Background: an optimization exercise with open tools, aiming at small area. Do not read the settings as production practice.
In this exercise RTL edits were held to simulation tests only and were not proved equivalent to the original.

## the previous run
==> module APB_ao2222, before the edit <==
module APB_ao2222 (
    input  a1, a2, b1, b2, c1, c2, d1, d2,
    output y
);
    wire abc_n, d_n;
    APB_aoi222 g (.a1(a1), .a2(a2), .b1(b1), .b2(b2), .c1(c1), .c2(c2), .y(abc_n));
    APB_nand2  n (.a(d1), .b(d2), .y(d_n));
    assign y = ~(abc_n & d_n);
endmodule
==> module APB_nand2, before the edit <==
module APB_nand2 (
    input  a, b,
    output y
);
    assign y = ~(a & b);
endmodule
==> module APB_WRAPPER, before the edit <==
module APB_WRAPPER(
    input PCLK,
    input PRESETn,
    input TRANSFER,
    input [31:0] address,
    input [31:0] write_data,
    input write_en,
    output reg [31:0] read_data
);
    localparam IDLE  = 3'b000;
    localparam SETUP = 3'b001;
    localparam W1    = 3'b010;
    localparam W2    = 3'b011;
    localparam W3    = 3'b100;
    localparam R1    = 3'b101;
    localparam R2    = 3'b110;
    localparam R3    = 3'b111;
    reg [2:0] state;
    reg [2:0] next_state;
    always @(*) begin
        case (state)
            IDLE:    next_state = TRANSFER ? SETUP : IDLE;
            SETUP:   next_state = write_en ? W1 : R1;
            W1:      next_state = W2;
            W2:      next_state = W3;
            R1:      next_state = R2;
            R2:      next_state = R3;
            default: next_state = IDLE;
        endcase
    end
    always @(posedge PCLK or negedge PRESETn) begin
        if (!PRESETn)
            state <= IDLE;
        else
            state <= next_state;
    end
    genvar g;
    reg [1:0] rot;
    always @(posedge PCLK)
        rot <= rot + 2'd1;
    wire cap  = (state == SETUP);
    wire capn = ~cap;
    reg  [2:0] taddr;
    reg        pend;
    wire [3:0] cap_d;
    wire [3:0] cap_in  = {write_en, address[2:0]};
    wire [3:0] cap_old = {pend, taddr};
    generate
        for (g = 0; g < 4; g = g + 1) begin : capm
            APB_ao22 m (.a1(cap), .a2(cap_in[g]), .b1(capn), .b2(cap_old[g]), .y(cap_d[g]));
        end
    endgenerate
    always @(posedge PCLK)
        {pend, taddr} <= cap_d;
    reg [31:0] ring0 [0:3];
    reg [31:0] ring1 [0:3];
    reg [31:0] hbuf;
    wire at_slot0 = pend & (taddr[1:0] == rot);
    wire wr0  = at_slot0 & ~taddr[2];
    wire wr1  = at_slot0 &  taddr[2];
    wire wr0n = ~wr0;
    wire wr1n = ~wr1;
    wire [31:0] in0, in1;
    generate
        for (g = 0; g < 32; g = g + 1) begin : wr
            APB_ao22 m0 (.a1(wr0), .a2(hbuf[g]), .b1(wr0n), .b2(ring0[0][g]), .y(in0[g]));
            APB_ao22 m1 (.a1(wr1), .a2(hbuf[g]), .b1(wr1n), .b2(ring1[0][g]), .y(in1[g]));
        end
    endgenerate
    always @(posedge PCLK) begin
        ring0[0] <= ring0[1];
        ring0[1] <= ring0[2];
        ring0[2] <= ring0[3];
        ring0[3] <= in0;
        ring1[0] <= ring1[1];
        ring1[1] <= ring1[2];
        ring1[2] <= ring1[3];
        ring1[3] <= in1;
    end
    wire rd_e1  = cap & ~write_en & (address[1:0] == rot);
    wire rd_e23 = ((state == R1) | (state == R2)) & (taddr[1:0] == rot);
    wire h_wr = cap & write_en;
    wire h_r0 = (rd_e1 & ~address[2] & ~wr0) | (rd_e23 & ~taddr[2]);
    wire h_r1 = (rd_e1 &  address[2] & ~wr1) | (rd_e23 &  taddr[2]);
    wire h_hold = ~(h_wr | h_r0 | h_r1);
    wire [31:0] h_d;
    generate
        for (g = 0; g < 32; g = g + 1) begin : hm
            APB_ao2222 m (.a1(h_wr), .a2(write_data[g]), .b1(h_r0), .b2(ring0[0][g]),
                          .c1(h_r1), .c2(ring1[0][g]), .d1(h_hold), .d2(hbuf[g]), .y(h_d[g]));
        end
    endgenerate
    always @(posedge PCLK)
        hbuf <= h_d;
    wire load = (state == R3);
    wire at4  = load & (taddr[1:0] == rot);
    wire r_s0 = at4 & ~taddr[2];
    wire r_s1 = at4 &  taddr[2];
    wire r_h  = load & ~(taddr[1:0] == rot);
    wire r_q  = ~load;
    wire [31:0] rd_next;
    generate
        for (g = 0; g < 32; g = g + 1) begin : rm
            APB_ao2222 m (.a1(r_s0), .a2(ring0[0][g]), .b1(r_s1), .b2(ring1[0][g]),
                          .c1(r_h), .c2(hbuf[g]), .d1(r_q), .d2(read_data[g]), .y(rd_next[g]));
        end
    endgenerate
    always @(posedge PCLK or negedge PRESETn) begin
        if (!PRESETn)
            read_data <= 32'b0;
        else
            read_data <= rd_next;
    end
endmodule
Settings: LEC_CHECK=0, CAP_MARGIN=20, CORE_MARGIN=2, CORE_UTILIZATION=70, PLACE_DENSITY=0.85, SLEW_MARGIN=20, SYNTH_HIERARCHICAL=1, SYNTH_MINIMUM_KEEP_SIZE=0; clock period 5.0 ns.
standard.sh (not shown) runs the stock make flow with config.mk's settings and CLKGATE_MAP_FILE= SYNTH_SCRIPT=/design/flow/synth_recipe.tcl, a recipe that flattens the netlist after the stock synthesis.
==> flow/flow/run.sh <==
#!/bin/bash
# Own layout flow: the standard flow with every synthesised cell first
# set to its smallest size, smaller port buffers, and a clock tree without
# dummy loads. make's output goes to ./flow_make.log, each step's to ORFS's logs.
set -euo pipefail
here=$(pwd)
export PRE_FLOORPLAN_TCL="$here/flow/downsize.tcl"
export BUFFER_PORTS_ARGS="-buffer_cell sky130_fd_sc_hd__buf_1"
export CTS_ARGS="-sink_clustering_enable -repair_clock_nets -dont_use_dummy_load -buf_list {sky130_fd_sc_hd__clkbuf_4 sky130_fd_sc_hd__clkbuf_8} -sink_clustering_size 20 -sink_clustering_max_diameter 50"
bash standard.sh finish > flow_make.log 2>&1
==> flow/flow/downsize.tcl <==
# Before floorplan: set every cell to the smallest-area drive strength of its
# own family (same function and pins). Later repair steps size cells up and
# buffer nets again wherever slew, capacitance or timing needs it.
set db [ord::get_db]
set block [[$db getChip] getBlock]
set best [dict create]
foreach lib [$db getLibs] {
  foreach m [$lib getMasters] {
    set name [$m getName]
    if {[string match "*lpflow*" $name] || [string match "*probe*" $name]} { continue }
    if {![regexp {^(sky130_fd_sc_hd__[a-z0-9]+)_([0-9]+)$} $name -> fam n]} { continue }
    set lc [get_lib_cells $name]
    if {$lc eq "" || [get_property $lc dont_use]} { continue }
    set area [expr {[$m getWidth] * [$m getHeight]}]
    if {![dict exists $best $fam] || $area < [lindex [dict get $best $fam] 1]} {
      dict set best $fam [list $m $area]
    }
  }
}
set n_swapped 0
foreach inst [$block getInsts] {
  set name [[$inst getMaster] getName]
  if {![regexp {^(sky130_fd_sc_hd__[a-z0-9]+)_([0-9]+)$} $name -> fam n]} { continue }
  if {![dict exists $best $fam]} { continue }
  set m [lindex [dict get $best $fam] 0]
  if {[$m getName] ne $name} {
    $inst swapMaster $m
    incr n_swapped
  }
}
puts "downsize.tcl: swapped $n_swapped cells to their smallest size"
For the current run, these inputs were changed with respect to the previous run:
diff --git a/flow/design.v b/flow/design.v
--- a/flow/design.v
+++ b/flow/design.v
@@ -8,24 +8,19 @@
     input  a1, a2, b1, b2, c1, c2,
     output y
 );
     assign y = ~((a1 & a2) | (b1 & b2) | (c1 & c2));
 endmodule
-module APB_ao2222 (
-    input  a1, a2, b1, b2, c1, c2, d1, d2,
+module APB_ao6x2 (
+    input  [5:0] s,
+    input  [5:0] d,
     output y
 );
-    wire abc_n, d_n;
-    APB_aoi222 g (.a1(a1), .a2(a2), .b1(b1), .b2(b2), .c1(c1), .c2(c2), .y(abc_n));
-    APB_nand2  n (.a(d1), .b(d2), .y(d_n));
-    assign y = ~(abc_n & d_n);
-endmodule
-module APB_nand2 (
-    input  a, b,
-    output y
-);
-    assign y = ~(a & b);
+    wire lo_n, hi_n;
+    APB_aoi222 g0 (.a1(s[0]), .a2(d[0]), .b1(s[1]), .b2(d[1]), .c1(s[2]), .c2(d[2]), .y(lo_n));
+    APB_aoi222 g1 (.a1(s[3]), .a2(d[3]), .b1(s[4]), .b2(d[4]), .c1(s[5]), .c2(d[5]), .y(hi_n));
+    assign y = ~(lo_n & hi_n);
 endmodule
 module APB_WRAPPER(
     input PCLK,
     input PRESETn,
     input TRANSFER,
@@ -102,36 +97,35 @@
         ring1[0] <= ring1[1];
         ring1[1] <= ring1[2];
         ring1[2] <= ring1[3];
         ring1[3] <= in1;
     end
-    wire rd_e1  = cap & ~write_en & (address[1:0] == rot);
-    wire rd_e23 = ((state == R1) | (state == R2)) & (taddr[1:0] == rot);
-    wire h_wr = cap & write_en;
-    wire h_r0 = (rd_e1 & ~address[2] & ~wr0) | (rd_e23 & ~taddr[2]);
-    wire h_r1 = (rd_e1 &  address[2] & ~wr1) | (rd_e23 &  taddr[2]);
-    wire h_hold = ~(h_wr | h_r0 | h_r1);
-    wire [31:0] h_d;
+    wire [1:0] rslot = taddr[1:0] - rot;
+    wire rd_cap = ((state == R1) | (state == R2)) & ~rslot[0];
+    wire [5:0] h_s, h_d;
+    assign h_s[0] = cap & write_en;
+    assign h_s[1] = rd_cap & ~taddr[2] & ~rslot[1];
+    assign h_s[2] = rd_cap & ~taddr[2] &  rslot[1];
+    assign h_s[3] = rd_cap &  taddr[2] & ~rslot[1];
+    assign h_s[4] = rd_cap &  taddr[2] &  rslot[1];
+    assign h_s[5] = ~(h_s[0] | rd_cap);
+    wire [31:0] h_next;
     generate
         for (g = 0; g < 32; g = g + 1) begin : hm
-            APB_ao2222 m (.a1(h_wr), .a2(write_data[g]), .b1(h_r0), .b2(ring0[0][g]),
-                          .c1(h_r1), .c2(ring1[0][g]), .d1(h_hold), .d2(hbuf[g]), .y(h_d[g]));
+            APB_ao6x2 m (.s(h_s),
+                         .d({hbuf[g], ring1[2][g], ring1[0][g], ring0[2][g], ring0[0][g], write_data[g]}),
+                         .y(h_next[g]));
         end
     endgenerate
     always @(posedge PCLK)
-        hbuf <= h_d;
-    wire load = (state == R3);
-    wire at4  = load & (taddr[1:0] == rot);
-    wire r_s0 = at4 & ~taddr[2];
-    wire r_s1 = at4 &  taddr[2];
-    wire r_h  = load & ~(taddr[1:0] == rot);
-    wire r_q  = ~load;
+        hbuf <= h_next;
+    wire load  = (state == R3);
+    wire loadn = ~load;
     wire [31:0] rd_next;
     generate
         for (g = 0; g < 32; g = g + 1) begin : rm
-            APB_ao2222 m (.a1(r_s0), .a2(ring0[0][g]), .b1(r_s1), .b2(ring1[0][g]),
-                          .c1(r_h), .c2(hbuf[g]), .d1(r_q), .d2(read_data[g]), .y(rd_next[g]));
+            APB_ao22 m (.a1(load), .a2(hbuf[g]), .b1(loadn), .b2(read_data[g]), .y(rd_next[g]));
         end
     endgenerate
     always @(posedge PCLK or negedge PRESETn) begin
         if (!PRESETn)
             read_data <= 32'b0;
## What came out
In summary, the current run completed successfully, with a layout that passed the timing, design-rule and antenna checks. Die area (the current run vs. the previous run) decreases slightly. Going from the previous run to the current run, synthesized cell count -68, minimum period implied by the final worst setup slack down 0.35 ns, setup clock skew after layout dropped 0.019 ns, number of placed instances, taps included went down by 92, final layout net count fell 71. In the metrics for the previous run and the current run, the one carrying the lower number of combinational gates with multiple inputs is the current run.

separate check: timing with driven ports:
In the flow no input, the clock included, has a driving cell. The finished layouts below were timed again as built, in two steps. Step 1: set_driving_cell puts a clkbuf_16 on PCLK and a buf_2 on each other input, an assumption about the parent block. Step 2 adds t to the input delays and takes it off the output delays; t is the mean of the earliest and latest rising clock arrival at the registers after step 1. Input paths then give back, and output paths get back, about the clock's delay inside the block. Three values: ideal ports, drivers, drivers and shift; two values: the first two.
run	t (ns)	slack for setup (ns)	worst setup path at the end	slew at the worst register clock pin (ns)
the previous run	0.553	2.236 / 2.236 / 1.788	input to register	0.12 / 0.12
the current run	0.540	2.590 / 2.590 / 2.482	input to register	0.11 / 0.11
After both steps setup and hold are still met in every run listed. For the previous run, which loses most, drivers alone change the setup slack by 0.000 ns; drivers and shift together by -0.448 ns.
